From an optimization exercise on the open Yosys and OpenROAD flow, aimed at small area, a short achievable clock period and few clock cycles; shortcuts taken in it are not production practice.
Where RTL was checked, it was by simulation tests only, not by an equivalence proof against the original.
Function not checked in run 1: the RTL went through the layout flow alone.

**design/flow/flow/run.sh**
```bash
#!/bin/bash
# The standard layout, with one extra step between synthesis and floorplan:
# invopt.py removes the inverters that Yosys's full-adder extraction leaves between
# adders (see invopt.py). Each tool's output goes to a log of its own.
set -euo pipefail
R=orfs/results/$FLOW_PLATFORM/geofence/base
LIB=$FLOW_HOME/platforms/$FLOW_PLATFORM/lib/sky130_fd_sc_hd__tt_025C_1v80.lib
bash standard.sh synth > synth.log 2>&1
cp $R/1_2_yosys.v 1_2_yosys.synth.v
python3 flow/invopt.py $LIB 1_2_yosys.synth.v 1_2_yosys.invopt.v > invopt.log 2>&1
cp 1_2_yosys.invopt.v $R/1_2_yosys.v
bash standard.sh "CTS_ARGS=-sink_clustering_enable -repair_clock_nets -buf_list {sky130_fd_sc_hd__clkbuf_4 sky130_fd_sc_hd__clkbuf_8} -sink_clustering_size 30 -sink_clustering_max_diameter 100 -dont_use_dummy_load" finish > layout.log 2>&1
```
**design/flow/flow/invopt.py**
```python
#!/usr/bin/env python3
"""Polarity clean-up of a mapped sky130hd netlist (Yosys write_verilog output).

Yosys's extract_fa maps many full adders in inverted form (inverted inputs and outputs),
which leaves inverters between adders. A full adder is self-dual: FA(~a,~b,~c) gives
(~sum, ~cout). This script removes every inverter, then picks for each full adder whether
to use it inverted, and for some single-output gates whether to swap them for their
complement (and2 <-> nand2, ...), so that as few inverters as possible are needed; it
then adds one inverter per signal whose complement is still needed. The function of the
netlist and its registers are unchanged.

usage: invopt.py lib in.v out.v"""
import re, sys, random

lib_path, src, dst = sys.argv[1:4]
P = "sky130_fd_sc_hd__"

# cell areas and pin directions from the liberty file
areas, pins, cur, curpin = {}, {}, None, None
for line in open(lib_path):
    m = re.match(r'\s*cell \("(\w+)"\)', line)
    if m:
        cur = m.group(1); pins[cur] = {}; continue
    m = re.match(r'\s*area\s*:\s*([0-9.]+)', line)
    if m and cur and cur not in areas:
        areas[cur] = float(m.group(1))
    m = re.match(r'\s*pin \("(\w+)"\)', line)
    if m and cur:
        curpin = m.group(1); continue
    m = re.match(r'\s*direction\s*:\s*"?(\w+)"?', line)
    if m and cur and curpin:
        pins[cur][curpin] = m.group(1); curpin = None

PAIRS = [("and2", "nand2"), ("or2", "nor2"), ("xor2", "xnor2"), ("and3", "nand3"),
         ("or3", "nor3"), ("and4", "nand4"), ("or4", "nor4"), ("a21o", "a21oi"),
         ("o21a", "o21ai"), ("a22o", "a22oi"), ("o22a", "o22ai"), ("a211o", "a211oi"),
         ("o211a", "o211ai"), ("a31o", "a31oi"), ("o31a", "o31ai"), ("xor3", "xnor3"),
         ("buf", "inv"), ("clkbuf", "inv"), ("a221o", "a221oi"), ("o221a", "o221ai"),
         ("a41o", "a41oi"), ("o41a", "o41ai"), ("a32o", "a32oi"), ("o32a", "o32ai"),
         ("mux2", "mux2i")]
COMP = {}
for a, b, d in [(a, b, d) for a, b in PAIRS for d in ("_4", "_2", "_1")] + \
        [(b, a, d) for a, b in PAIRS for d in ("_4", "_2", "_1")]:
    x, y = P + a + d, P + b + "_1"
    if a == "inv":
        continue
    if x in pins and y in pins:
        ix = sorted(p for p, d in pins[x].items() if d == "input")
        iy = sorted(p for p, d in pins[y].items() if d == "input")
        ox = [p for p, d in pins[x].items() if d == "output"]
        oy = [p for p, d in pins[y].items() if d == "output"]
        if ix == iy and len(ox) == 1 and len(oy) == 1:
            COMP[x] = (y, ox[0], oy[0])
INV = re.compile(P + r"(inv|clkinv)_\d+$")
FA = P + "fa_1"
HA = P + "ha_1"

text = open(src).read()
mod = re.search(r"module\s+(\w+)\s*\((.*?)\);(.*)endmodule", text, re.S)
body = mod.group(3)
outputs = set()
for m in re.finditer(r"^\s*output\s+(\[[^\]]*\]\s*)?(\w+)\s*;", body, re.M):
    outputs.add(m.group(2))
inputs = set()
for m in re.finditer(r"^\s*input\s+(\[[^\]]*\]\s*)?(\w+)\s*;", body, re.M):
    inputs.add(m.group(2))

cell_re = re.compile(r"^\s*(" + P + r"\w+)\s+(\S+)\s*\((.*?)\);", re.M | re.S)
pin_re = re.compile(r"\.(\w+)\(\s*(.*?)\s*\)\s*(?:,|$)", re.S)
cells = []
for m in cell_re.finditer(body):
    t, name, conns = m.group(1), m.group(2), m.group(3)
    pc = [(p, n.strip()) for p, n in pin_re.findall(conns)]
    cells.append([t, name, pc])
if re.search(r"^\s*assign\s", body, re.M):
    sys.exit("netlist has assign statements")
other = cell_re.sub("", body)

def is_out(t, p):
    return pins[t].get(p) == "output"

# nets driven by inverters: net -> input net
inv_of = {}
for t, name, pc in cells:
    if INV.match(t):
        d = dict(pc); inv_of[d["Y"]] = d["A"]
def base(n):
    pol = 0
    while n in inv_of:
        n = inv_of[n]; pol ^= 1
    return n, pol

for o in outputs:
    if base(o)[1] or o in inv_of:
        sys.exit("output port driven by an inverter")

# variables: full adders (flip all pins) and complementable gates (flip the output)
var_of_cell = {}
driver_var = {}   # base net -> var index (its physical polarity)
nvar = 0
ctype = []
for i, (t, name, pc) in enumerate(cells):
    if INV.match(t):
        continue
    if t == FA or t in COMP or t == HA:
        var_of_cell[i] = nvar; ctype.append(t); nvar += 1
        if t != HA:
            for p, n in pc:
                if is_out(t, p):
                    driver_var[n] = var_of_cell[i]
val = [0] * nvar

# loads: (cell index, pin, base net, literal polarity, var of load or None)
loads = {}
for i, (t, name, pc) in enumerate(cells):
    if INV.match(t):
        continue
    for p, n in pc:
        if is_out(t, p):
            continue
        b, pol = base(n)
        v = var_of_cell[i] if t in (FA, HA) else None
        loads.setdefault(b, []).append((i, p, pol, v))
for o in outputs:
    loads.setdefault(o, []).append((None, o, 0, None))

sig_of_var = {}
for b in loads:
    if b in driver_var:
        sig_of_var.setdefault(driver_var[b], []).append(b)
for_var_loads = {}
for b, ls in loads.items():
    for (i, p, pol, v) in ls:
        if v is not None:
            for_var_loads.setdefault(v, set()).add(b)

inv_area = areas[P + "inv_1"]
def sig_cost(b):
    ph = val[driver_var[b]] if b in driver_var else 0
    need = False
    for (i, p, pol, v) in loads[b]:
        req = pol ^ (val[v] if v is not None else 0)
        if req != ph:
            need = True; break
    return inv_area if need else 0.0
def var_cost(v):
    t = ctype[v]
    if t == FA:
        return 0.0
    if t == HA:
        return (areas[P + "xor2_1"] + areas[P + "nor2_1"]) if val[v] else areas[t]
    return areas[COMP[t][0]] if val[v] else areas[t]
def touched(v):
    s = set(sig_of_var.get(v, [])) | for_var_loads.get(v, set())
    return s

total = sum(sig_cost(b) for b in loads) + sum(var_cost(v) for v in range(nvar))
start = total + inv_area * 0
orig = sum(areas[t] for t, n, pc in cells if INV.match(t) or t == FA or t in COMP)
order = list(range(nvar))
rng = random.Random(1)
def delta(v):
    ss = touched(v)
    before = sum(sig_cost(b) for b in ss) + var_cost(v)
    val[v] ^= 1
    after = sum(sig_cost(b) for b in ss) + var_cost(v)
    val[v] ^= 1
    return after - before
def descend():
    global total
    improved = True
    while improved:
        improved = False
        rng.shuffle(order)
        for v in order:
            d = delta(v)
            if d < -1e-9 or (d < 1e-9 and rng.random() < 0.3):
                val[v] ^= 1; total += d
                if d < -1e-9:
                    improved = True
descend()
best, best_val = total, list(val)
# simulated annealing over single flips, then a final descent from the best state
import math, os
steps = int(os.environ.get("SA_STEPS", "3000000"))
t0, t1 = 3.0, 0.05
for it in range(steps):
    T = t0 * (t1 / t0) ** (it / steps)
    v = rng.randrange(nvar)
    d = delta(v)
    if d < 1e-9 or rng.random() < math.exp(-d / T):
        val[v] ^= 1
        total += d
        if total < best - 1e-9:
            best, best_val = total, list(val)
val[:] = best_val
total = best
descend()
# rewrite
def W(n):
    return n + " " if n.startswith("\\") else n
new_cells = []
inv_net = {}
k = 0
for b in sorted(loads):
    ph = val[driver_var[b]] if b in driver_var else 0
    for (i, p, pol, v) in loads[b]:
        req = pol ^ (val[v] if v is not None else 0)
        if req != ph and b not in inv_net:
            k += 1
            inv_net[b] = f"invopt_{k}"
            new_cells.append(f"  {P}inv_1 invopt_c{k} (\n    .A({W(b)}),\n    .Y({inv_net[b]})\n  );")
conn = {}
for b, ls in loads.items():
    ph = val[driver_var[b]] if b in driver_var else 0
    for (i, p, pol, v) in ls:
        req = pol ^ (val[v] if v is not None else 0)
        net = b if req == ph else inv_net[b]
        if i is None:
            if net != p:
                sys.exit("output port polarity")
            continue
        conn[(i, p)] = net
conn = {k: W(n) for k, n in conn.items()}
out_cells = []
for i, (t, name, pc) in enumerate(cells):
    if INV.match(t):
        continue
    if t == HA and val[var_of_cell[i]]:
        d = dict(pc)
        a, b = conn[(i, "A")], conn[(i, "B")]
        if "SUM" in d:
            out_cells.append(f"  {P}xor2_1 {name}_s (\n    .A({a}),\n    .B({b}),\n    .X({W(d['SUM'])})\n  );")
        if "COUT" in d:
            out_cells.append(f"  {P}nor2_1 {name}_c (\n    .A({a}),\n    .B({b}),\n    .Y({W(d['COUT'])})\n  );")
        continue
    nt = t
    opin = {}
    if i in var_of_cell and t != FA and val[var_of_cell[i]]:
        nt, po, pn = COMP[t]
        opin[po] = pn
    items = []
    for p, n in pc:
        if is_out(t, p):
            items.append(f"    .{opin.get(p, p)}({W(n)})")
        else:
            items.append(f"    .{p}({conn[(i, p)]})")
    out_cells.append(f"  {nt} {name} (\n" + ",\n".join(items) + "\n  );")
decl = "\n".join(f"  wire {inv_net[b]};" for b in sorted(inv_net, key=lambda b: inv_net[b]))
newbody = other.rstrip() + "\n" + decl + "\n" + "\n".join(out_cells + new_cells) + "\n"
out = text[:mod.start(3)] + newbody + text[mod.end(3):]
open(dst, "w").write(out)
ninv0 = sum(1 for t, n, pc in cells if INV.match(t))
nflip = sum(1 for v in range(nvar) if val[v] and ctype[v] in (FA, HA))
ncomp = sum(1 for v in range(nvar) if val[v] and ctype[v] != FA)
sys.stderr.write(f"invopt: inverters {ninv0} -> {k}, adders flipped {nflip}, gates swapped {ncomp}, "
                 f"area of touched cells {orig:.1f} -> {total:.1f}\n")
```
**design/flow/standard.sh**
```bash
#!/bin/bash
# synth_recipe.tcl (not shown) runs the flow's synth.tcl, then flattens the netlist and writes it again
# the make line also repeats each setting of config.mk as NAME=value (left out here)
make -C /OpenROAD-flow-scripts/flow DESIGN_CONFIG=/design/flow/config.mk WORK_HOME=/design/flow/orfs CLKGATE_MAP_FILE= SYNTH_SCRIPT=/design/flow/synth_recipe.tcl "${@:-finish}"
```
**design/flow/config.mk**
```make
export PLATFORM = sky130hd
export DESIGN_NAME = geofence
export DESIGN_NICKNAME = geofence
export VERILOG_FILES = /design/flow/design.v
export SDC_FILE = /design/flow/constraint.sdc
export NUM_CORES = 4
export LEC_CHECK = 0
export CAP_MARGIN = 20
export CORE_MARGIN = 2
export CORE_UTILIZATION = 40
export CTS_BUF_LIST = sky130_fd_sc_hd__clkbuf_4 sky130_fd_sc_hd__clkbuf_8
export CTS_CLUSTER_DIAMETER = 100
export CTS_CLUSTER_SIZE = 30
export PLACE_DENSITY = 0.6
export SETUP_SLACK_MARGIN = 5
export SLEW_MARGIN = 20
```
**design/flow/constraint.sdc**
```tcl
create_clock -name core_clock -period 12.0 [get_ports {clk}]
set_input_delay 2.4000 -clock core_clock [delete_from_list [all_inputs] [get_ports {clk}]]
set_output_delay 2.4000 -clock core_clock [all_outputs]
set_load 0.01 [all_outputs]
```
**design/flow/design.v**
```verilog
module geofence(clk, reset, X, Y, valid, is_inside);
input clk;
input reset;
input [9:0] X;
input [9:0] Y;
output reg valid;
output reg is_inside;
reg [3:0] phase;             
reg [9:0] px, py;            
reg sx, sy;                  
reg [9:0] mxn, my;           
reg lsx, lsy, rsx, rsy;
reg [9:0] lmx, lmyn, rmx, rmyn;    
wire [9:0] mx = ~mxn, lmy = ~lmyn, rmy = ~rmyn;
reg ins;
wire [10:0] dx = {1'b0, X} - {1'b0, px};
wire [10:0] dy = {1'b0, Y} - {1'b0, py};
wire [9:0] ax = (dx[9:0] ^ {10{dx[10]}}) + {9'd0, dx[10]};
wire [9:0] ay = (dy[9:0] ^ {10{dy[10]}}) + {9'd0, dy[10]};
wire zx = mx == 10'd0, zy = my == 10'd0;
wire zlx = lmx == 10'd0, zly = lmy == 10'd0;
wire zrx = rmx == 10'd0, zry = rmy == 10'd0;
wire a_le, a_lt;              
xsgn ua(.a(lmx), .b(my), .c(lmy), .d(mx), .le(a_le), .lt(a_lt));
wire a_s1 = lsx ^ sy, a_s2 = lsy ^ sx;
wire a_nz = !(zlx || zy) || !(zly || zx);
wire an  = (a_s1 == a_s2) ? (a_s1 ? !a_le : a_lt) : (a_s1 && a_nz);    
wire anz = (a_s1 == a_s2) ? (a_s1 ? !a_lt : a_le) : (a_s1 || !a_nz);   
wire b_le, b_lt;
xsgn ub(.a(mx), .b(rmy), .c(my), .d(rmx), .le(b_le), .lt(b_lt));
wire b_s1 = sx ^ rsy, b_s2 = sy ^ rsx;
wire b_nz = !(zx || zry) || !(zy || zrx);
wire bn  = (b_s1 == b_s2) ? (b_s1 ? !b_le : b_lt) : (b_s1 && b_nz);
wire bnz = (b_s1 == b_s2) ? (b_s1 ? !b_lt : b_le) : (b_s1 || !b_nz);
wire opp = (!zx && (sx ^ lsx)) || (!zy && (sy ^ lsy));
wire hit = (zx && zy) || (an && bnz) || (anz && bn) || (anz && !an && bnz && !bn && opp);
wire newl = an && !bnz;       
wire newr = !anz && bn;       
always @(posedge clk or posedge reset) begin
    if (reset) phase <= 4'd0;
    else if (phase == 4'd8) phase <= 4'd0;
    else if (phase == 4'd6 && (ins || hit)) phase <= 4'd8;   
    else phase <= phase + 4'd1;
end
always @(posedge clk) begin
    sx <= dx[10]; mxn <= ~ax;
    sy <= dy[10]; my <= ay;
end
always @(posedge clk) begin
    if (phase == 4'd0) begin
        px <= X;
        py <= Y;
    end
    if (phase == 4'd2) begin
        lsx <= sx; lmx <= mx; lsy <= sy; lmyn <= ~my;
        rsx <= sx; rmx <= mx; rsy <= sy; rmyn <= ~my;
        ins <= zx && zy;
    end else if (phase >= 4'd3 && phase <= 4'd7) begin
        if (hit) ins <= 1'b1;
        if (newl) begin lsx <= sx; lmx <= mx; lsy <= sy; lmyn <= ~my; end
        if (newr) begin rsx <= sx; rmx <= mx; rsy <= sy; rmyn <= ~my; end
    end
end
always @(posedge clk or posedge reset) begin
    if (reset) begin
        valid <= 1'b0;
        is_inside <= 1'b0;
    end else begin
        valid <= (phase == 4'd7) || (phase == 4'd6 && (ins || hit));
        is_inside <= (phase == 4'd6 || phase == 4'd7) && (ins || hit);
    end
end
endmodule
module xsgn(input [9:0] a, input [9:0] b, input [9:0] c, input [9:0] d, output le, output lt);
wire t1 = (a[0] & b[9]) ^ ~(c[0] & d[9]) ^ (a[1] & b[8]);
wire t2 = ((a[0] & b[9]) & ~(c[0] & d[9])) | ((a[0] & b[9]) & (a[1] & b[8])) | (~(c[0] & d[9]) & (a[1] & b[8]));
wire t3 = (a[1] & b[9]) ^ ~(c[1] & d[9]);
wire t4 = (a[1] & b[9]) & ~(c[1] & d[9]);
wire t5 = (a[0] & b[6]) ^ ~(c[0] & d[6]) ^ (a[1] & b[5]);
wire t6 = ((a[0] & b[6]) & ~(c[0] & d[6])) | ((a[0] & b[6]) & (a[1] & b[5])) | (~(c[0] & d[6]) & (a[1] & b[5]));
wire t7 = (a[0] & b[7]) ^ ~(c[0] & d[7]) ^ (a[1] & b[6]);
wire t8 = ((a[0] & b[7]) & ~(c[0] & d[7])) | ((a[0] & b[7]) & (a[1] & b[6])) | (~(c[0] & d[7]) & (a[1] & b[6]));
wire t9 = ~(c[1] & d[6]) ^ (a[2] & b[5]) ^ ~(c[2] & d[5]);
wire t10 = (~(c[1] & d[6]) & (a[2] & b[5])) | (~(c[1] & d[6]) & ~(c[2] & d[5])) | ((a[2] & b[5]) & ~(c[2] & d[5]));
wire t11 = (a[3] & b[4]) ^ ~(c[3] & d[4]);
wire t12 = (a[3] & b[4]) & ~(c[3] & d[4]);
wire t13 = (a[0] & b[8]) ^ ~(c[0] & d[8]) ^ (a[1] & b[7]);
wire t14 = ((a[0] & b[8]) & ~(c[0] & d[8])) | ((a[0] & b[8]) & (a[1] & b[7])) | (~(c[0] & d[8]) & (a[1] & b[7]));
wire t15 = ~(c[1] & d[7]) ^ (a[2] & b[6]) ^ ~(c[2] & d[6]);
wire t16 = (~(c[1] & d[7]) & (a[2] & b[6])) | (~(c[1] & d[7]) & ~(c[2] & d[6])) | ((a[2] & b[6]) & ~(c[2] & d[6]));
wire t17 = (a[3] & b[5]) ^ ~(c[3] & d[5]) ^ (a[4] & b[4]);
wire t18 = ((a[3] & b[5]) & ~(c[3] & d[5])) | ((a[3] & b[5]) & (a[4] & b[4])) | (~(c[3] & d[5]) & (a[4] & b[4]));
wire t19 = ~(c[4] & d[4]) ^ (a[5] & b[3]) ^ ~(c[5] & d[3]);
wire t20 = (~(c[4] & d[4]) & (a[5] & b[3])) | (~(c[4] & d[4]) & ~(c[5] & d[3])) | ((a[5] & b[3]) & ~(c[5] & d[3]));
wire t21 = (a[6] & b[2]) ^ ~(c[6] & d[2]);
wire t22 = (a[6] & b[2]) & ~(c[6] & d[2]);
wire t23 = ~(c[1] & d[8]) ^ (a[2] & b[7]) ^ ~(c[2] & d[7]);
wire t24 = (~(c[1] & d[8]) & (a[2] & b[7])) | (~(c[1] & d[8]) & ~(c[2] & d[7])) | ((a[2] & b[7]) & ~(c[2] & d[7]));
wire t25 = (a[3] & b[6]) ^ ~(c[3] & d[6]) ^ (a[4] & b[5]);
wire t26 = ((a[3] & b[6]) & ~(c[3] & d[6])) | ((a[3] & b[6]) & (a[4] & b[5])) | (~(c[3] & d[6]) & (a[4] & b[5]));
wire t27 = ~(c[4] & d[5]) ^ (a[5] & b[4]) ^ ~(c[5] & d[4]);
wire t28 = (~(c[4] & d[5]) & (a[5] & b[4])) | (~(c[4] & d[5]) & ~(c[5] & d[4])) | ((a[5] & b[4]) & ~(c[5] & d[4]));
wire t29 = (a[6] & b[3]) ^ ~(c[6] & d[3]) ^ (a[7] & b[2]);
wire t30 = ((a[6] & b[3]) & ~(c[6] & d[3])) | ((a[6] & b[3]) & (a[7] & b[2])) | (~(c[6] & d[3]) & (a[7] & b[2]));
wire t31 = ~(c[7] & d[2]) ^ (a[8] & b[1]) ^ ~(c[8] & d[1]);
wire t32 = (~(c[7] & d[2]) & (a[8] & b[1])) | (~(c[7] & d[2]) & ~(c[8] & d[1])) | ((a[8] & b[1]) & ~(c[8] & d[1]));
wire t33 = (a[9] & b[0]) ^ ~(c[9] & d[0]);
wire t34 = (a[9] & b[0]) & ~(c[9] & d[0]);
wire t35 = (a[2] & b[8]) ^ ~(c[2] & d[8]) ^ (a[3] & b[7]);
wire t36 = ((a[2] & b[8]) & ~(c[2] & d[8])) | ((a[2] & b[8]) & (a[3] & b[7])) | (~(c[2] & d[8]) & (a[3] & b[7]));
wire t37 = ~(c[3] & d[7]) ^ (a[4] & b[6]) ^ ~(c[4] & d[6]);
wire t38 = (~(c[3] & d[7]) & (a[4] & b[6])) | (~(c[3] & d[7]) & ~(c[4] & d[6])) | ((a[4] & b[6]) & ~(c[4] & d[6]));
wire t39 = (a[5] & b[5]) ^ ~(c[5] & d[5]) ^ (a[6] & b[4]);
wire t40 = ((a[5] & b[5]) & ~(c[5] & d[5])) | ((a[5] & b[5]) & (a[6] & b[4])) | (~(c[5] & d[5]) & (a[6] & b[4]));
wire t41 = ~(c[6] & d[4]) ^ (a[7] & b[3]) ^ ~(c[7] & d[3]);
wire t42 = (~(c[6] & d[4]) & (a[7] & b[3])) | (~(c[6] & d[4]) & ~(c[7] & d[3])) | ((a[7] & b[3]) & ~(c[7] & d[3]));
wire t43 = (a[8] & b[2]) ^ ~(c[8] & d[2]) ^ (a[9] & b[1]);
wire t44 = ((a[8] & b[2]) & ~(c[8] & d[2])) | ((a[8] & b[2]) & (a[9] & b[1])) | (~(c[8] & d[2]) & (a[9] & b[1]));
wire t45 = ~(c[9] & d[1]) ^ 1'b1 ^ t2;
wire t46 = (~(c[9] & d[1]) & 1'b1) | (~(c[9] & d[1]) & t2) | (1'b1 & t2);
wire t47 = (a[2] & b[9]) ^ ~(c[2] & d[9]) ^ (a[3] & b[8]);
wire t48 = ((a[2] & b[9]) & ~(c[2] & d[9])) | ((a[2] & b[9]) & (a[3] & b[8])) | (~(c[2] & d[9]) & (a[3] & b[8]));
wire t49 = ~(c[3] & d[8]) ^ (a[4] & b[7]) ^ ~(c[4] & d[7]);
wire t50 = (~(c[3] & d[8]) & (a[4] & b[7])) | (~(c[3] & d[8]) & ~(c[4] & d[7])) | ((a[4] & b[7]) & ~(c[4] & d[7]));
wire t51 = (a[5] & b[6]) ^ ~(c[5] & d[6]) ^ (a[6] & b[5]);
wire t52 = ((a[5] & b[6]) & ~(c[5] & d[6])) | ((a[5] & b[6]) & (a[6] & b[5])) | (~(c[5] & d[6]) & (a[6] & b[5]));
wire t53 = ~(c[6] & d[5]) ^ (a[7] & b[4]) ^ ~(c[7] & d[4]);
wire t54 = (~(c[6] & d[5]) & (a[7] & b[4])) | (~(c[6] & d[5]) & ~(c[7] & d[4])) | ((a[7] & b[4]) & ~(c[7] & d[4]));
wire t55 = (a[8] & b[3]) ^ ~(c[8] & d[3]) ^ (a[9] & b[2]);
wire t56 = ((a[8] & b[3]) & ~(c[8] & d[3])) | ((a[8] & b[3]) & (a[9] & b[2])) | (~(c[8] & d[3]) & (a[9] & b[2]));
wire t57 = (a[3] & b[9]) ^ ~(c[3] & d[9]) ^ (a[4] & b[8]);
wire t58 = ((a[3] & b[9]) & ~(c[3] & d[9])) | ((a[3] & b[9]) & (a[4] & b[8])) | (~(c[3] & d[9]) & (a[4] & b[8]));
wire t59 = ~(c[4] & d[8]) ^ (a[5] & b[7]) ^ ~(c[5] & d[7]);
wire t60 = (~(c[4] & d[8]) & (a[5] & b[7])) | (~(c[4] & d[8]) & ~(c[5] & d[7])) | ((a[5] & b[7]) & ~(c[5] & d[7]));
wire t61 = (a[6] & b[6]) ^ ~(c[6] & d[6]) ^ (a[7] & b[5]);
wire t62 = ((a[6] & b[6]) & ~(c[6] & d[6])) | ((a[6] & b[6]) & (a[7] & b[5])) | (~(c[6] & d[6]) & (a[7] & b[5]));
wire t63 = (a[4] & b[9]) ^ ~(c[4] & d[9]) ^ (a[5] & b[8]);
wire t64 = ((a[4] & b[9]) & ~(c[4] & d[9])) | ((a[4] & b[9]) & (a[5] & b[8])) | (~(c[4] & d[9]) & (a[5] & b[8]));
wire t65 = (a[0] & b[4]) ^ ~(c[0] & d[4]) ^ (a[1] & b[3]);
wire t66 = ((a[0] & b[4]) & ~(c[0] & d[4])) | ((a[0] & b[4]) & (a[1] & b[3])) | (~(c[0] & d[4]) & (a[1] & b[3]));
wire t67 = (a[0] & b[5]) ^ ~(c[0] & d[5]) ^ (a[1] & b[4]);
wire t68 = ((a[0] & b[5]) & ~(c[0] & d[5])) | ((a[0] & b[5]) & (a[1] & b[4])) | (~(c[0] & d[5]) & (a[1] & b[4]));
wire t69 = ~(c[1] & d[4]) ^ (a[2] & b[3]) ^ ~(c[2] & d[3]);
wire t70 = (~(c[1] & d[4]) & (a[2] & b[3])) | (~(c[1] & d[4]) & ~(c[2] & d[3])) | ((a[2] & b[3]) & ~(c[2] & d[3]));
wire t71 = (a[3] & b[2]) ^ ~(c[3] & d[2]);
wire t72 = (a[3] & b[2]) & ~(c[3] & d[2]);
wire t73 = ~(c[1] & d[5]) ^ (a[2] & b[4]) ^ ~(c[2] & d[4]);
wire t74 = (~(c[1] & d[5]) & (a[2] & b[4])) | (~(c[1] & d[5]) & ~(c[2] & d[4])) | ((a[2] & b[4]) & ~(c[2] & d[4]));
wire t75 = (a[3] & b[3]) ^ ~(c[3] & d[3]) ^ (a[4] & b[2]);
wire t76 = ((a[3] & b[3]) & ~(c[3] & d[3])) | ((a[3] & b[3]) & (a[4] & b[2])) | (~(c[3] & d[3]) & (a[4] & b[2]));
wire t77 = ~(c[4] & d[2]) ^ (a[5] & b[1]) ^ ~(c[5] & d[1]);
wire t78 = (~(c[4] & d[2]) & (a[5] & b[1])) | (~(c[4] & d[2]) & ~(c[5] & d[1])) | ((a[5] & b[1]) & ~(c[5] & d[1]));
wire t79 = (a[6] & b[0]) ^ ~(c[6] & d[0]);
wire t80 = (a[6] & b[0]) & ~(c[6] & d[0]);
wire t81 = (a[4] & b[3]) ^ ~(c[4] & d[3]) ^ (a[5] & b[2]);
wire t82 = ((a[4] & b[3]) & ~(c[4] & d[3])) | ((a[4] & b[3]) & (a[5] & b[2])) | (~(c[4] & d[3]) & (a[5] & b[2]));
wire t83 = ~(c[5] & d[2]) ^ (a[6] & b[1]) ^ ~(c[6] & d[1]);
wire t84 = (~(c[5] & d[2]) & (a[6] & b[1])) | (~(c[5] & d[2]) & ~(c[6] & d[1])) | ((a[6] & b[1]) & ~(c[6] & d[1]));
wire t85 = (a[7] & b[0]) ^ ~(c[7] & d[0]) ^ 1'b1;
wire t86 = ((a[7] & b[0]) & ~(c[7] & d[0])) | ((a[7] & b[0]) & 1'b1) | (~(c[7] & d[0]) & 1'b1);
wire t87 = t6 ^ t7 ^ t9;
wire t88 = (t6 & t7) | (t6 & t9) | (t7 & t9);
wire t89 = (a[7] & b[1]) ^ ~(c[7] & d[1]) ^ (a[8] & b[0]);
wire t90 = ((a[7] & b[1]) & ~(c[7] & d[1])) | ((a[7] & b[1]) & (a[8] & b[0])) | (~(c[7] & d[1]) & (a[8] & b[0]));
wire t91 = ~(c[8] & d[0]) ^ 1'b1 ^ t8;
wire t92 = (~(c[8] & d[0]) & 1'b1) | (~(c[8] & d[0]) & t8) | (1'b1 & t8);
wire t93 = t10 ^ t12 ^ t13;
wire t94 = (t10 & t12) | (t10 & t13) | (t12 & t13);
wire t95 = t15 ^ t17 ^ t19;
wire t96 = (t15 & t17) | (t15 & t19) | (t17 & t19);
wire t97 = 1'b1 ^ t1 ^ t14;
wire t98 = (1'b1 & t1) | (1'b1 & t14) | (t1 & t14);
wire t99 = t16 ^ t18 ^ t20;
wire t100 = (t16 & t18) | (t16 & t20) | (t18 & t20);
wire t101 = t22 ^ t23 ^ t25;
wire t102 = (t22 & t23) | (t22 & t25) | (t23 & t25);
wire t103 = t27 ^ t29 ^ t31;
wire t104 = (t27 & t29) | (t27 & t31) | (t29 & t31);
wire t105 = t3 ^ t24 ^ t26;
wire t106 = (t3 & t24) | (t3 & t26) | (t24 & t26);
wire t107 = t28 ^ t30 ^ t32;
wire t108 = (t28 & t30) | (t28 & t32) | (t30 & t32);
wire t109 = t34 ^ t35 ^ t37;
wire t110 = (t34 & t35) | (t34 & t37) | (t35 & t37);
wire t111 = t39 ^ t41 ^ t43;
wire t112 = (t39 & t41) | (t39 & t43) | (t41 & t43);
wire t113 = ~(c[9] & d[2]) ^ t4 ^ t36;
wire t114 = (~(c[9] & d[2]) & t4) | (~(c[9] & d[2]) & t36) | (t4 & t36);
wire t115 = t38 ^ t40 ^ t42;
wire t116 = (t38 & t40) | (t38 & t42) | (t40 & t42);
wire t117 = t44 ^ t46 ^ t47;
wire t118 = (t44 & t46) | (t44 & t47) | (t46 & t47);
wire t119 = t49 ^ t51 ^ t53;
wire t120 = (t49 & t51) | (t49 & t53) | (t51 & t53);
wire t121 = ~(c[7] & d[5]) ^ (a[8] & b[4]) ^ ~(c[8] & d[4]);
wire t122 = (~(c[7] & d[5]) & (a[8] & b[4])) | (~(c[7] & d[5]) & ~(c[8] & d[4])) | ((a[8] & b[4]) & ~(c[8] & d[4]));
wire t123 = (a[9] & b[3]) ^ ~(c[9] & d[3]) ^ t48;
wire t124 = ((a[9] & b[3]) & ~(c[9] & d[3])) | ((a[9] & b[3]) & t48) | (~(c[9] & d[3]) & t48);
wire t125 = t50 ^ t52 ^ t54;
wire t126 = (t50 & t52) | (t50 & t54) | (t52 & t54);
wire t127 = t56 ^ t57 ^ t59;
wire t128 = (t56 & t57) | (t56 & t59) | (t57 & t59);
wire t129 = ~(c[5] & d[8]) ^ (a[6] & b[7]) ^ ~(c[6] & d[7]);
wire t130 = (~(c[5] & d[8]) & (a[6] & b[7])) | (~(c[5] & d[8]) & ~(c[6] & d[7])) | ((a[6] & b[7]) & ~(c[6] & d[7]));
wire t131 = (a[7] & b[6]) ^ ~(c[7] & d[6]) ^ (a[8] & b[5]);
wire t132 = ((a[7] & b[6]) & ~(c[7] & d[6])) | ((a[7] & b[6]) & (a[8] & b[5])) | (~(c[7] & d[6]) & (a[8] & b[5]));
wire t133 = ~(c[8] & d[5]) ^ (a[9] & b[4]) ^ ~(c[9] & d[4]);
wire t134 = (~(c[8] & d[5]) & (a[9] & b[4])) | (~(c[8] & d[5]) & ~(c[9] & d[4])) | ((a[9] & b[4]) & ~(c[9] & d[4]));
wire t135 = t58 ^ t60 ^ t62;
wire t136 = (t58 & t60) | (t58 & t62) | (t60 & t62);
wire t137 = (a[5] & b[9]) ^ ~(c[5] & d[9]) ^ (a[6] & b[8]);
wire t138 = ((a[5] & b[9]) & ~(c[5] & d[9])) | ((a[5] & b[9]) & (a[6] & b[8])) | (~(c[5] & d[9]) & (a[6] & b[8]));
wire t139 = ~(c[6] & d[8]) ^ (a[7] & b[7]) ^ ~(c[7] & d[7]);
wire t140 = (~(c[6] & d[8]) & (a[7] & b[7])) | (~(c[6] & d[8]) & ~(c[7] & d[7])) | ((a[7] & b[7]) & ~(c[7] & d[7]));
wire t141 = (a[8] & b[6]) ^ ~(c[8] & d[6]) ^ (a[9] & b[5]);
wire t142 = ((a[8] & b[6]) & ~(c[8] & d[6])) | ((a[8] & b[6]) & (a[9] & b[5])) | (~(c[8] & d[6]) & (a[9] & b[5]));
wire t143 = (a[6] & b[9]) ^ ~(c[6] & d[9]) ^ (a[7] & b[8]);
wire t144 = ((a[6] & b[9]) & ~(c[6] & d[9])) | ((a[6] & b[9]) & (a[7] & b[8])) | (~(c[6] & d[9]) & (a[7] & b[8]));
wire t145 = (a[0] & b[2]) ^ ~(c[0] & d[2]);
wire t146 = (a[0] & b[2]) & ~(c[0] & d[2]);
wire t147 = (a[0] & b[3]) ^ ~(c[0] & d[3]) ^ (a[1] & b[2]);
wire t148 = ((a[0] & b[3]) & ~(c[0] & d[3])) | ((a[0] & b[3]) & (a[1] & b[2])) | (~(c[0] & d[3]) & (a[1] & b[2]));
wire t149 = ~(c[1] & d[2]) ^ (a[2] & b[1]) ^ ~(c[2] & d[1]);
wire t150 = (~(c[1] & d[2]) & (a[2] & b[1])) | (~(c[1] & d[2]) & ~(c[2] & d[1])) | ((a[2] & b[1]) & ~(c[2] & d[1]));
wire t151 = ~(c[1] & d[3]) ^ (a[2] & b[2]) ^ ~(c[2] & d[2]);
wire t152 = (~(c[1] & d[3]) & (a[2] & b[2])) | (~(c[1] & d[3]) & ~(c[2] & d[2])) | ((a[2] & b[2]) & ~(c[2] & d[2]));
wire t153 = (a[3] & b[1]) ^ ~(c[3] & d[1]) ^ (a[4] & b[0]);
wire t154 = ((a[3] & b[1]) & ~(c[3] & d[1])) | ((a[3] & b[1]) & (a[4] & b[0])) | (~(c[3] & d[1]) & (a[4] & b[0]));
wire t155 = ~(c[4] & d[0]) ^ 1'b1;
wire t156 = ~(c[4] & d[0]) & 1'b1;
wire t157 = (a[4] & b[1]) ^ ~(c[4] & d[1]) ^ (a[5] & b[0]);
wire t158 = ((a[4] & b[1]) & ~(c[4] & d[1])) | ((a[4] & b[1]) & (a[5] & b[0])) | (~(c[4] & d[1]) & (a[5] & b[0]));
wire t159 = ~(c[5] & d[0]) ^ 1'b1 ^ t66;
wire t160 = (~(c[5] & d[0]) & 1'b1) | (~(c[5] & d[0]) & t66) | (1'b1 & t66);
wire t161 = t67 ^ t69 ^ t71;
wire t162 = (t67 & t69) | (t67 & t71) | (t69 & t71);
wire t163 = 1'b1 ^ t5 ^ t68;
wire t164 = (1'b1 & t5) | (1'b1 & t68) | (t5 & t68);
wire t165 = t70 ^ t72 ^ t73;
wire t166 = (t70 & t72) | (t70 & t73) | (t72 & t73);
wire t167 = t75 ^ t77 ^ t79;
wire t168 = (t75 & t77) | (t75 & t79) | (t77 & t79);
wire t169 = t11 ^ t74 ^ t76;
wire t170 = (t11 & t74) | (t11 & t76) | (t74 & t76);
wire t171 = t78 ^ t80 ^ t81;
wire t172 = (t78 & t80) | (t78 & t81) | (t80 & t81);
wire t173 = t83 ^ t85 ^ t87;
wire t174 = (t83 & t85) | (t83 & t87) | (t85 & t87);
wire t175 = t21 ^ t82 ^ t84;
wire t176 = (t21 & t82) | (t21 & t84) | (t82 & t84);
wire t177 = t86 ^ t88 ^ t89;
wire t178 = (t86 & t88) | (t86 & t89) | (t88 & t89);
wire t179 = t91 ^ t93 ^ t95;
wire t180 = (t91 & t93) | (t91 & t95) | (t93 & t95);
wire t181 = t33 ^ t90 ^ t92;
wire t182 = (t33 & t90) | (t33 & t92) | (t90 & t92);
wire t183 = t94 ^ t96 ^ t97;
wire t184 = (t94 & t96) | (t94 & t97) | (t96 & t97);
wire t185 = t99 ^ t101 ^ t103;
wire t186 = (t99 & t101) | (t99 & t103) | (t101 & t103);
wire t187 = t45 ^ t98 ^ t100;
wire t188 = (t45 & t98) | (t45 & t100) | (t98 & t100);
wire t189 = t102 ^ t104 ^ t105;
wire t190 = (t102 & t104) | (t102 & t105) | (t104 & t105);
wire t191 = t107 ^ t109 ^ t111;
wire t192 = (t107 & t109) | (t107 & t111) | (t109 & t111);
wire t193 = t55 ^ t106 ^ t108;
wire t194 = (t55 & t106) | (t55 & t108) | (t106 & t108);
wire t195 = t110 ^ t112 ^ t113;
wire t196 = (t110 & t112) | (t110 & t113) | (t112 & t113);
wire t197 = t115 ^ t117 ^ t119;
wire t198 = (t115 & t117) | (t115 & t119) | (t117 & t119);
wire t199 = t61 ^ t114 ^ t116;
wire t200 = (t61 & t114) | (t61 & t116) | (t114 & t116);
wire t201 = t118 ^ t120 ^ t121;
wire t202 = (t118 & t120) | (t118 & t121) | (t120 & t121);
wire t203 = t123 ^ t125 ^ t127;
wire t204 = (t123 & t125) | (t123 & t127) | (t125 & t127);
wire t205 = t63 ^ t122 ^ t124;
wire t206 = (t63 & t122) | (t63 & t124) | (t122 & t124);
wire t207 = t126 ^ t128 ^ t129;
wire t208 = (t126 & t128) | (t126 & t129) | (t128 & t129);
wire t209 = t131 ^ t133 ^ t135;
wire t210 = (t131 & t133) | (t131 & t135) | (t133 & t135);
wire t211 = ~(c[9] & d[5]) ^ t64 ^ t130;
wire t212 = (~(c[9] & d[5]) & t64) | (~(c[9] & d[5]) & t130) | (t64 & t130);
wire t213 = t132 ^ t134 ^ t136;
wire t214 = (t132 & t134) | (t132 & t136) | (t134 & t136);
wire t215 = t137 ^ t139 ^ t141;
wire t216 = (t137 & t139) | (t137 & t141) | (t139 & t141);
wire t217 = ~(c[7] & d[8]) ^ (a[8] & b[7]) ^ ~(c[8] & d[7]);
wire t218 = (~(c[7] & d[8]) & (a[8] & b[7])) | (~(c[7] & d[8]) & ~(c[8] & d[7])) | ((a[8] & b[7]) & ~(c[8] & d[7]));
wire t219 = (a[9] & b[6]) ^ ~(c[9] & d[6]) ^ t138;
wire t220 = ((a[9] & b[6]) & ~(c[9] & d[6])) | ((a[9] & b[6]) & t138) | (~(c[9] & d[6]) & t138);
wire t221 = t140 ^ t142 ^ t143;
wire t222 = (t140 & t142) | (t140 & t143) | (t142 & t143);
wire t223 = (a[7] & b[9]) ^ ~(c[7] & d[9]) ^ (a[8] & b[8]);
wire t224 = ((a[7] & b[9]) & ~(c[7] & d[9])) | ((a[7] & b[9]) & (a[8] & b[8])) | (~(c[7] & d[9]) & (a[8] & b[8]));
wire t225 = ~(c[8] & d[8]) ^ (a[9] & b[7]) ^ ~(c[9] & d[7]);
wire t226 = (~(c[8] & d[8]) & (a[9] & b[7])) | (~(c[8] & d[8]) & ~(c[9] & d[7])) | ((a[9] & b[7]) & ~(c[9] & d[7]));
wire t227 = (a[0] & b[1]) ^ ~(c[0] & d[1]);
wire t228 = (a[0] & b[1]) & ~(c[0] & d[1]);
wire t229 = (a[1] & b[1]) ^ ~(c[1] & d[1]) ^ (a[2] & b[0]);
wire t230 = ((a[1] & b[1]) & ~(c[1] & d[1])) | ((a[1] & b[1]) & (a[2] & b[0])) | (~(c[1] & d[1]) & (a[2] & b[0]));
wire t231 = ~(c[2] & d[0]) ^ 1'b1;
wire t232 = ~(c[2] & d[0]) & 1'b1;
wire t233 = (a[3] & b[0]) ^ ~(c[3] & d[0]) ^ 1'b1;
wire t234 = ((a[3] & b[0]) & ~(c[3] & d[0])) | ((a[3] & b[0]) & 1'b1) | (~(c[3] & d[0]) & 1'b1);
wire t235 = t146 ^ t147 ^ t149;
wire t236 = (t146 & t147) | (t146 & t149) | (t147 & t149);
wire t237 = t65 ^ t148 ^ t150;
wire t238 = (t65 & t148) | (t65 & t150) | (t148 & t150);
wire t239 = t151 ^ t153 ^ t155;
wire t240 = (t151 & t153) | (t151 & t155) | (t153 & t155);
wire t241 = t152 ^ t154 ^ t156;
wire t242 = (t152 & t154) | (t152 & t156) | (t154 & t156);
wire t243 = t157 ^ t159 ^ t161;
wire t244 = (t157 & t159) | (t157 & t161) | (t159 & t161);
wire t245 = t158 ^ t160 ^ t162;
wire t246 = (t158 & t160) | (t158 & t162) | (t160 & t162);
wire t247 = t163 ^ t165 ^ t167;
wire t248 = (t163 & t165) | (t163 & t167) | (t165 & t167);
wire t249 = t164 ^ t166 ^ t168;
wire t250 = (t164 & t166) | (t164 & t168) | (t166 & t168);
wire t251 = t169 ^ t171 ^ t173;
wire t252 = (t169 & t171) | (t169 & t173) | (t171 & t173);
wire t253 = t170 ^ t172 ^ t174;
wire t254 = (t170 & t172) | (t170 & t174) | (t172 & t174);
wire t255 = t175 ^ t177 ^ t179;
wire t256 = (t175 & t177) | (t175 & t179) | (t177 & t179);
wire t257 = t176 ^ t178 ^ t180;
wire t258 = (t176 & t178) | (t176 & t180) | (t178 & t180);
wire t259 = t181 ^ t183 ^ t185;
wire t260 = (t181 & t183) | (t181 & t185) | (t183 & t185);
wire t261 = t182 ^ t184 ^ t186;
wire t262 = (t182 & t184) | (t182 & t186) | (t184 & t186);
wire t263 = t187 ^ t189 ^ t191;
wire t264 = (t187 & t189) | (t187 & t191) | (t189 & t191);
wire t265 = t188 ^ t190 ^ t192;
wire t266 = (t188 & t190) | (t188 & t192) | (t190 & t192);
wire t267 = t193 ^ t195 ^ t197;
wire t268 = (t193 & t195) | (t193 & t197) | (t195 & t197);
wire t269 = t194 ^ t196 ^ t198;
wire t270 = (t194 & t196) | (t194 & t198) | (t196 & t198);
wire t271 = t199 ^ t201 ^ t203;
wire t272 = (t199 & t201) | (t199 & t203) | (t201 & t203);
wire t273 = t200 ^ t202 ^ t204;
wire t274 = (t200 & t202) | (t200 & t204) | (t202 & t204);
wire t275 = t205 ^ t207 ^ t209;
wire t276 = (t205 & t207) | (t205 & t209) | (t207 & t209);
wire t277 = t206 ^ t208 ^ t210;
wire t278 = (t206 & t208) | (t206 & t210) | (t208 & t210);
wire t279 = t211 ^ t213 ^ t215;
wire t280 = (t211 & t213) | (t211 & t215) | (t213 & t215);
wire t281 = t212 ^ t214 ^ t216;
wire t282 = (t212 & t214) | (t212 & t216) | (t214 & t216);
wire t283 = t217 ^ t219 ^ t221;
wire t284 = (t217 & t219) | (t217 & t221) | (t219 & t221);
wire t285 = t144 ^ t218 ^ t220;
wire t286 = (t144 & t218) | (t144 & t220) | (t218 & t220);
wire t287 = t222 ^ t223 ^ t225;
wire t288 = (t222 & t223) | (t222 & t225) | (t223 & t225);
wire t289 = (a[8] & b[9]) ^ ~(c[8] & d[9]) ^ (a[9] & b[8]);
wire t290 = ((a[8] & b[9]) & ~(c[8] & d[9])) | ((a[8] & b[9]) & (a[9] & b[8])) | (~(c[8] & d[9]) & (a[9] & b[8]));
wire t291 = ~(c[9] & d[8]) ^ t224 ^ t226;
wire t292 = (~(c[9] & d[8]) & t224) | (~(c[9] & d[8]) & t226) | (t224 & t226);
wire t293 = (a[1] & b[0]) ^ ~(c[1] & d[0]);
wire t294 = (a[1] & b[0]) & ~(c[1] & d[0]);
wire t295 = t145 ^ t228 ^ t229;
wire t296 = (t145 & t228) | (t145 & t229) | (t228 & t229);
wire t297 = t230 ^ t232 ^ t233;
wire t298 = (t230 & t232) | (t230 & t233) | (t232 & t233);
wire t299 = t234 ^ t236 ^ t237;
wire t300 = (t234 & t236) | (t234 & t237) | (t236 & t237);
wire t301 = t238 ^ t240 ^ t241;
wire t302 = (t238 & t240) | (t238 & t241) | (t240 & t241);
wire t303 = t242 ^ t244 ^ t245;
wire t304 = (t242 & t244) | (t242 & t245) | (t244 & t245);
wire t305 = t246 ^ t248 ^ t249;
wire t306 = (t246 & t248) | (t246 & t249) | (t248 & t249);
wire t307 = t250 ^ t252 ^ t253;
wire t308 = (t250 & t252) | (t250 & t253) | (t252 & t253);
wire t309 = t254 ^ t256 ^ t257;
wire t310 = (t254 & t256) | (t254 & t257) | (t256 & t257);
wire t311 = t258 ^ t260 ^ t261;
wire t312 = (t258 & t260) | (t258 & t261) | (t260 & t261);
wire t313 = t262 ^ t264 ^ t265;
wire t314 = (t262 & t264) | (t262 & t265) | (t264 & t265);
wire t315 = t266 ^ t268 ^ t269;
wire t316 = (t266 & t268) | (t266 & t269) | (t268 & t269);
wire t317 = t270 ^ t272 ^ t273;
wire t318 = (t270 & t272) | (t270 & t273) | (t272 & t273);
wire t319 = t274 ^ t276 ^ t277;
wire t320 = (t274 & t276) | (t274 & t277) | (t276 & t277);
wire t321 = t278 ^ t280 ^ t281;
wire t322 = (t278 & t280) | (t278 & t281) | (t280 & t281);
wire t323 = t282 ^ t284 ^ t285;
wire t324 = (t282 & t284) | (t282 & t285) | (t284 & t285);
wire t325 = t286 ^ t288 ^ t289;
wire t326 = (t286 & t288) | (t286 & t289) | (t288 & t289);
wire t327 = (a[9] & b[9]) ^ ~(c[9] & d[9]) ^ t290;
wire t328 = ((a[9] & b[9]) & ~(c[9] & d[9])) | ((a[9] & b[9]) & t290) | (~(c[9] & d[9]) & t290);
wire t329 = 1'b1 ^ t227;
wire t330 = 1'b1 & t227;
wire t331 = t231 ^ t294 ^ t295;
wire t332 = (t231 & t294) | (t231 & t295) | (t294 & t295);
wire t333 = t235 ^ t296 ^ t297;
wire t334 = (t235 & t296) | (t235 & t297) | (t296 & t297);
wire t335 = t239 ^ t298 ^ t299;
wire t336 = (t239 & t298) | (t239 & t299) | (t298 & t299);
wire t337 = t243 ^ t300 ^ t301;
wire t338 = (t243 & t300) | (t243 & t301) | (t300 & t301);
wire t339 = t247 ^ t302 ^ t303;
wire t340 = (t247 & t302) | (t247 & t303) | (t302 & t303);
wire t341 = t251 ^ t304 ^ t305;
wire t342 = (t251 & t304) | (t251 & t305) | (t304 & t305);
wire t343 = t255 ^ t306 ^ t307;
wire t344 = (t255 & t306) | (t255 & t307) | (t306 & t307);
wire t345 = t259 ^ t308 ^ t309;
wire t346 = (t259 & t308) | (t259 & t309) | (t308 & t309);
wire t347 = t263 ^ t310 ^ t311;
wire t348 = (t263 & t310) | (t263 & t311) | (t310 & t311);
wire t349 = t267 ^ t312 ^ t313;
wire t350 = (t267 & t312) | (t267 & t313) | (t312 & t313);
wire t351 = t271 ^ t314 ^ t315;
wire t352 = (t271 & t314) | (t271 & t315) | (t314 & t315);
wire t353 = t275 ^ t316 ^ t317;
wire t354 = (t275 & t316) | (t275 & t317) | (t316 & t317);
wire t355 = t279 ^ t318 ^ t319;
wire t356 = (t279 & t318) | (t279 & t319) | (t318 & t319);
wire t357 = t283 ^ t320 ^ t321;
wire t358 = (t283 & t320) | (t283 & t321) | (t320 & t321);
wire t359 = t287 ^ t322 ^ t323;
wire t360 = (t287 & t322) | (t287 & t323) | (t322 & t323);
wire t361 = t291 ^ t324 ^ t325;
wire t362 = (t291 & t324) | (t291 & t325) | (t324 & t325);
wire t363 = t292 ^ t326 ^ t327;
wire t364 = (t292 & t326) | (t292 & t327) | (t326 & t327);
wire [20:0] x = {1'b1, t328, t362, t360, t358, t356, t354, t352, t350, t348, t346, t344, t342, t340, t338, t336, t334, t332, t330, t293, (a[0] & b[0])};
wire [20:0] y = {1'b0, t364, t363, t361, t359, t357, t355, t353, t351, t349, t347, t345, t343, t341, t339, t337, t335, t333, t331, t329, ~(c[0] & d[0])};
wire [19:0] g = x[19:0] & y[19:0];
wire [19:0] p = x[19:0] | y[19:0];
wire G1 = g[1] | (p[1] & g[0]);
wire P1 = p[1] & p[0];
wire G2 = g[4] | (p[4] & g[3]);
wire P2 = p[4] & p[3];
wire G3 = G2 | (P2 & g[2]);
wire P3 = P2 & p[2];
wire G4 = G3 | (P3 & G1);
wire P4 = P3 & P1;
wire G5 = g[6] | (p[6] & g[5]);
wire P5 = p[6] & p[5];
wire G6 = g[9] | (p[9] & g[8]);
wire P6 = p[9] & p[8];
wire G7 = G6 | (P6 & g[7]);
wire P7 = P6 & p[7];
wire G8 = G7 | (P7 & G5);
wire P8 = P7 & P5;
wire G9 = G8 | (P8 & G4);
wire P9 = P8 & P4;
wire G10 = g[11] | (p[11] & g[10]);
wire P10 = p[11] & p[10];
wire G11 = g[14] | (p[14] & g[13]);
wire P11 = p[14] & p[13];
wire G12 = G11 | (P11 & g[12]);
wire P12 = P11 & p[12];
wire G13 = G12 | (P12 & G10);
wire P13 = P12 & P10;
wire G14 = g[16] | (p[16] & g[15]);
wire P14 = p[16] & p[15];
wire G15 = g[19] | (p[19] & g[18]);
wire P15 = p[19] & p[18];
wire G16 = G15 | (P15 & g[17]);
wire P16 = P15 & p[17];
wire G17 = G16 | (P16 & G14);
wire P17 = P16 & P14;
wire G18 = G17 | (P17 & G13);
wire P18 = P17 & P13;
wire G19 = G18 | (P18 & G9);
wire P19 = P18 & P9;
wire top = x[20] ^ y[20];
assign le = top ^ G19;
assign lt = top ^ (G19 | P19);
endmodule
```
==> results of run 1 <==
-- layout by cell type, fill, tap and decap left out, types with 9 or more instances in the layout --
cell type / count
nor2_1: 265
nand4_1: 11
a21oi_1: 28
a21o_1: 9
clkdlybuf4s50_1: 23
fa_1: 328
nor2b_1: 12
nand2_1: 233
edfxtp_1: 65
clkbuf_8: 9
inv_1: 133
nor3_1: 13
dfxtp_1: 12
o21ai_0: 22
xor2_1: 45
xnor2_1: 27
buf_4: 17
ha_1: 29
-- per-stage QoR --
stage	worst slack [ns]	hold slack [ns]	area (um2)
after floorplan	5.17	0.472	14300
after global placement	4.38	0.561	14900
after detailed placement	4.35	0.576	14900
after CTS	5.04	0.583	15100
after global routing	4.99	0.604	15200
final	5.30	0.579	15200
-- flip-flops by register name, summed over array words and instances, names as in the netlist, 4 cells and up --
signal  cells
lmx        10
lmyn       10
mxn        10
my         10
px         10
py         10
rmx        10
rmyn       10
phase       4
-- metal layers --
metal  vias up  part of all wire  global-route usage
met1      5273              0.39               0.283
met3        99             0.090              0.0387
li1       4512                 -                   -
met5         -                 0                   0
met4         0             0.038              0.0790
met2       487              0.48               0.365
-- timing repair --
action                     4_1_cts  5_1_grt
setup buffers                    0        6
resized for setup               17       12
cloned                           0        0
setup endpoints to repair       51       46
-- layout make-up --
cell class,count,area [um2]
clock buffer,9,124
fill,3406,20200
sequential,93,2570
tap,461,577
inverter,141,559
timing repair buffer,42,389
multi-input combinational,1149,11000
-- final timing paths --
check | from | depth (start not counted) | end | slack [ns]
max | my[3] | 20 | lmyn[6] | 5.30
min | px[0] | 2 | mxn[0] | 0.58
max reg2reg | my[3] | 20 | lmyn[6] | 5.30
min reg2reg | px[0] | 2 | mxn[0] | 0.58
max in group asynchronous | reset | 2 | is_inside | 9.54
min in group asynchronous | reset | 2 | phase[1] | 2.24
-- critical path, cell delays in order (launching register included) --
cell,delay (ns)
dfxtp_4,0.54
inv_1,0.15
clkinvlp_4,0.26
nand2_1,0.13
fa_1,0.47
fa_1,0.46
fa_1,0.45
fa_1,0.43
fa_1,0.45
fa_1,0.51
inv_1,0.05
a22o_1,0.18
a221o_1,0.35
nor3_2,0.27
o21ai_2,0.17
o211ai_2,0.33
o21a_1,0.18
mux2i_1,0.13
or3_1,0.42
a21oi_2,0.15
buf_6,0.24
==> impl_metrics.py, run 1 <==
metrics = {
    "outcome": {
        "status": "finished clean",
    },
    "floorplanning": {
        "start_util": 0.404,
        "num_rows": 69,
        "die_w_um": 193,
        "io_pins": 24,
        "coreArea_mm2": 0.0354,
        "dieArea_mm2": 0.0373,
        "die_y_um": 193,
    },
    "place": {
        "place_congestion": 0.880,
        "io_buffers": 23,
        "dp_hpwl_um": 28600,
        "dp.cells": 1880,
    },
    "sta": {
        "timing.fmax_mhz": 149,
        "layout_min_cycle_time_ns": 6.70,
        "fin_crit_sh": 0.558,
        "setup_tns_ns": 0,
        "tightest_slew_ns": 0.910,
        "drv_slew": 0,
        "fin_skew_ns": 0.0391,
        "relSlewSlack": 0.387,
        "rsz0062_at_grt": "no",
        "finalSetupViolCount": 0,
        "hold_viol": 0,
    },
    "global_route": {
        "antenna_found_initial": 0,
        "grt_overflow_total": 0,
        "grt_pass1_wl_um": 60800,
        "grt_max_degree": 23,
        "grt_use_total": 0.218,
        "grt_pass1_vias": 11189,
    },
    "layout": {
        "n_antenna_cell": 0,
        "fin_nets": 1815,
        "drive_above_1_share": 0.0474,
        "syn_to_final_growth_pct": 6.31,
        "utilization": 0.429,
        "final_cells": 1895,
    },
    "clocking": {
        "cts.clk_slew.worst_paths_ns": 0.10,
        "cts_max_level": 3,
        "root_buffer": "clkbuf_8",
        "postCtsHoldBufs": 0,
        "clk_latency_ns": 0.38,
        "cts_buffer_depth": 2,
        "cts_buffers": 9,
        "clock-sinks": 93,
        "cts_tree": "yes",
    },
    "critical_path": {
        "cp.required_ns": 12.03,
        "cp_max_fo": 22,
        "critPathKind": "flop to flop",
        "endpoint_kind": "flop",
        "crit_arrival_ns": 6.73,
        "startpoint_type": "flop",
    },
    "drt": {
        "via_per_inst": 5.47,
        "drtPass1Iterations": 5,
        "antenna_left": 0,
        "wirelength_um": 37800,
        "drcViolationCount": 0,
        "drt_iter0_markers": 773,
        "vias": 10371,
        "wl_per_cell_um": 20.0,
    },
    "yosys": {
        "syn_nets": 1833,
        "syn_area_mm2": 0.0143,
        "avgSynthCellArea_um2": 9.83,
        "yosysWarningCount": 1,
        "synth_cells": 1454,
    },
    "flow_run": {
        "timing.max_cap.violations": 0,
    },
    "hold_path": {
        "hp-class": "flop to flop",
    },
}
==> inputs of run 2 (changes only) <==
--- a/design/flow/design.v
+++ b/design/flow/design.v
@@ -8,42 +8,46 @@
 reg [3:0] phase;             
 reg [9:0] px, py;            
 reg sx, sy;                  
-reg [9:0] mxn, my;           
+reg [9:0] mx, my;            
 reg lsx, lsy, rsx, rsy;
-reg [9:0] lmx, lmyn, rmx, rmyn;    
-wire [9:0] mx = ~mxn, lmy = ~lmyn, rmy = ~rmyn;
+reg [9:0] lmx, lmy, rmx, rmy;
 reg ins;
+reg [3:0] hp;                
 wire [10:0] dx = {1'b0, X} - {1'b0, px};
 wire [10:0] dy = {1'b0, Y} - {1'b0, py};
 wire [9:0] ax = (dx[9:0] ^ {10{dx[10]}}) + {9'd0, dx[10]};
 wire [9:0] ay = (dy[9:0] ^ {10{dy[10]}}) + {9'd0, dy[10]};
+wire [3:0] side = {dy[10], !dy[10] && dy != 11'd0, dx[10], !dx[10] && dx != 11'd0};
+wire early_out = |(hp & side);
 wire zx = mx == 10'd0, zy = my == 10'd0;
 wire zlx = lmx == 10'd0, zly = lmy == 10'd0;
 wire zrx = rmx == 10'd0, zry = rmy == 10'd0;
-wire a_le, a_lt;              
-xsgn ua(.a(lmx), .b(my), .c(lmy), .d(mx), .le(a_le), .lt(a_lt));
+wire a_le, a_dn;
+xsgn ua(.a(lmx), .b(my), .c(lmy), .d(mx), .le(a_le), .lt(a_dn));
+wire a_dz = a_le && !a_dn;
 wire a_s1 = lsx ^ sy, a_s2 = lsy ^ sx;
 wire a_nz = !(zlx || zy) || !(zly || zx);
-wire an  = (a_s1 == a_s2) ? (a_s1 ? !a_le : a_lt) : (a_s1 && a_nz);    
-wire anz = (a_s1 == a_s2) ? (a_s1 ? !a_lt : a_le) : (a_s1 || !a_nz);   
-wire b_le, b_lt;
-xsgn ub(.a(mx), .b(rmy), .c(my), .d(rmx), .le(b_le), .lt(b_lt));
+wire an = (a_s1 == a_s2) ? (a_s1 ? !(a_dn || a_dz) : a_dn) : (a_s1 && a_nz);
+wire az = (a_s1 == a_s2) ? a_dz : !a_nz;
+wire ap = !an && !az;
+wire b_le, b_dn;
+xsgn ub(.a(mx), .b(rmy), .c(my), .d(rmx), .le(b_le), .lt(b_dn));
+wire b_dz = b_le && !b_dn;
 wire b_s1 = sx ^ rsy, b_s2 = sy ^ rsx;
 wire b_nz = !(zx || zry) || !(zy || zrx);
-wire bn  = (b_s1 == b_s2) ? (b_s1 ? !b_le : b_lt) : (b_s1 && b_nz);
-wire bnz = (b_s1 == b_s2) ? (b_s1 ? !b_lt : b_le) : (b_s1 || !b_nz);
+wire bn = (b_s1 == b_s2) ? (b_s1 ? !(b_dn || b_dz) : b_dn) : (b_s1 && b_nz);
+wire bz = (b_s1 == b_s2) ? b_dz : !b_nz;
+wire bp = !bn && !bz;
 wire opp = (!zx && (sx ^ lsx)) || (!zy && (sy ^ lsy));
-wire hit = (zx && zy) || (an && bnz) || (anz && bn) || (anz && !an && bnz && !bn && opp);
-wire newl = an && !bnz;       
-wire newr = !anz && bn;       
+wire hit = (zx && zy) || (an && (bn || bz)) || (az && bn) || (az && bz && opp);
 always @(posedge clk or posedge reset) begin
     if (reset) phase <= 4'd0;
     else if (phase == 4'd8) phase <= 4'd0;
-    else if (phase == 4'd6 && (ins || hit)) phase <= 4'd8;   
+    else if (phase == 4'd6 && (ins || hit || early_out)) phase <= 4'd8;   
     else phase <= phase + 4'd1;
 end
 always @(posedge clk) begin
-    sx <= dx[10]; mxn <= ~ax;
+    sx <= dx[10]; mx <= ax;
     sy <= dy[10]; my <= ay;
 end
 always @(posedge clk) begin
@@ -51,14 +55,16 @@
         px <= X;
         py <= Y;
     end
+    if (phase == 4'd1) hp <= side;
+    else if (phase <= 4'd5) hp <= hp & side;
     if (phase == 4'd2) begin
-        lsx <= sx; lmx <= mx; lsy <= sy; lmyn <= ~my;
-        rsx <= sx; rmx <= mx; rsy <= sy; rmyn <= ~my;
+        lsx <= sx; lmx <= mx; lsy <= sy; lmy <= my;
+        rsx <= sx; rmx <= mx; rsy <= sy; rmy <= my;
         ins <= zx && zy;
     end else if (phase >= 4'd3 && phase <= 4'd7) begin
         if (hit) ins <= 1'b1;
-        if (newl) begin lsx <= sx; lmx <= mx; lsy <= sy; lmyn <= ~my; end
-        if (newr) begin rsx <= sx; rmx <= mx; rsy <= sy; rmyn <= ~my; end
+        if (an && bp) begin lsx <= sx; lmx <= mx; lsy <= sy; lmy <= my; end
+        if (ap && bn) begin rsx <= sx; rmx <= mx; rsy <= sy; rmy <= my; end
     end
 end
 always @(posedge clk or posedge reset) begin
@@ -66,7 +72,7 @@
         valid <= 1'b0;
         is_inside <= 1'b0;
     end else begin
-        valid <= (phase == 4'd7) || (phase == 4'd6 && (ins || hit));
+        valid <= (phase == 4'd7) || (phase == 4'd6 && (ins || hit || early_out));
         is_inside <= (phase == 4'd6 || phase == 4'd7) && (ins || hit);
     end
 end
==> impl_metrics.py, run 2 <==
metrics = {
    "global_route": {
        "grt_max_degree": 26,
        "grt_pass1_vias": 11252,
        "grt_use_total": 0.209,
        "antenna_found_initial": 0,
        "grt_overflow_total": 0,
        "grt_pass1_wl_um": 62300,
    },
    "critical_path": {
        "startpoint_type": "flop",
        "endpoint_kind": "flop",
        "crit_buf_inv": 1,
        "cp_max_fo": 11,
        "cp.required_ns": 12.05,
        "crit_chain": "and2_1 -> fa_1 -> fa_1 -> fa_1 -> fa_1 -> fa_1 -> fa_1 -> inv_1 -> nor2_1 -> a2111oi_2 -> nor3b_1 -> a221o_1 -> a2111o_1 -> o31ai_1 -> or4_1 -> a21oi_4",
        "crit_top_cell": "fa_1",
        "critPathKind": "flop to flop",
        "crit_arrival_ns": 6.74,
        "worst_path_dominant_cell_family": "adder cells",
        "critical-path-max-stage-delay_ns": 0.67,
        "cp_slowest_cell": "or4_1",
    },
    "sta": {
        "drv_slew": 0,
        "layout_min_cycle_time_ns": 6.69,
        "hold_viol": 0,
        "finalSetupViolCount": 0,
        "fin_skew_ns": 0.0336,
        "tightest_slew_ns": 0.949,
        "holdWs_ns": 0.550,
        "fin_crit_sh": 0.557,
        "timing.fmax_mhz": 150,
        "setup_tns_ns": 0,
        "rsz0062_at_grt": "no",
        "relSlewSlack": 0.367,
    },
    "yosys": {
        "syn_area_mm2": 0.0148,
        "yosysWarningCount": 1,
        "avgSynthCellArea_um2": 10.4,
        "syn_nets": 1818,
        "synth_cells": 1432,
    },
    "clocking": {
        "postCtsHoldBufs": 0,
        "cts_buffer_depth": 2,
        "cts_tree": "yes",
        "root_buffer": "clkbuf_8",
        "clock-sinks": 97,
        "cts.clk_slew.worst_paths_ns": 0.10,
        "cts_max_level": 3,
        "cts_buffers": 9,
        "clk_latency_ns": 0.38,
    },
    "drt": {
        "wl_met2_um": 18600,
        "wirelength_um": 38000,
        "antenna_left": 0,
        "via_per_inst": 5.51,
        "drcViolationCount": 0,
        "wl_per_cell_um": 20.3,
        "vias": 10336,
        "drt_iter0_markers": 692,
        "wl_met1_um": 16200,
        "drtPass1Iterations": 5,
        "top_layer": "met4",
        "met3_length_um": 2390,
    },
    "floorplanning": {
        "coreArea_mm2": 0.0366,
        "dieArea_mm2": 0.0387,
        "die_w_um": 197,
        "io_pins": 24,
        "die_y_um": 197,
        "num_rows": 70,
        "start_util": 0.405,
    },
    "layout": {
        "utilization": 0.429,
        "layout_commonest_cell": "fa_1",
        "fin_area_mm2": 0.0157,
        "syn_to_final_growth_pct": 5.89,
        "drive_above_1_share": 0.0398,
        "n_antenna_cell": 0,
        "fin_nets": 1795,
        "most-common-layout-cells": "328 x fa_1, 232 x nand2_1, 200 x and2_1",
    },
    "outcome": {
        "status": "finished clean",
    },
    "place": {
        "place_area_mm2": 0.0155,
        "io_buffers": 23,
        "dp_hpwl_um": 27900,
        "place_congestion": 0.854,
    },
    "hold_path": {
        "hp-class": "flop to flop",
    },
    "flow_run": {
        "timing.max_cap.violations": 0,
    },
}
run 2: cell type report:
class / instances / area, um2
fillers: 3462 / 20900
well taps: 468 / 586
repair buffers: 47 / 423
flip-flops and latches: 97 / 2670
multi-input cells: 1159 / 11600
clock buffers: 9 / 124
inverters: 95 / 357
run 2: metrics by stage:
step,setup slack (ns),instances
after floorplan,5.22,1432
after global placement,4.40,1856
after detailed placement,4.33,1856
after CTS,5.02,1866
after global routing,5.01,1875
final,5.31,1875
run 2: repair_timing:
action | 4_1_cts | 5_1_grt
endpoints found under the setup margin | 44 | 44
pin swaps | 1 | 2
buffers inserted | 0 | 8
gates cloned | 1 | 1
gates resized for setup | 7 | 6
run 2: final timing paths:
| kind | end | from | slack, ns | depth (start not counted) |
|---|---|---|---|---|
| setup / recovery | lmx[5] | rmx[7] | 5.31 | 16 |
| hold / removal | rsx | sx | 0.55 | 0 |
| min in group asynchronous | valid | reset | 2.34 | 2 |
| hold reg to reg | rsx | sx | 0.55 | 0 |
| max in group asynchronous | phase[2] | reset | 9.45 | 2 |
| setup reg to reg | lmx[5] | rmx[7] | 5.31 | 16 |
run 2: per-layer routing:
metal | GRT usage | vias up
met2 | 0.354 | 381
met1 | 0.283 | 5350
li1 | - | 4535
met3 | 0.0322 | 70
met5 | 0 | -
met4 | 0.0537 | 0
Testbench counts of run 2, summed over its fixed seeds: cycles 65,240.

[static timing again, ports no longer ideal]
No port has a modelled driver above. Below, the same layouts with a new extraction and two added sets of constraints.
Step 1: set_driving_cell puts a clkbuf_16 on clk and a buf_2 on each other input, an assumption about the parent block.
Step 2 also shifts input and output timing later by t, the mid clock arrival at the registers, as if the neighbouring blocks saw the same clock.
a / b / c = ideal ports / drivers / drivers and shift; a / b = the first two.
run | shift t [ns] | slack for setup (ns) | worst slew at a driven data input, ns
run 1 | 0.398 | 5.303 / 5.303 / 5.303 | 0.04
run 2 | 0.399 | 5.311 / 5.311 / 5.311 | 0.04
After both steps every run listed still meets setup and hold.
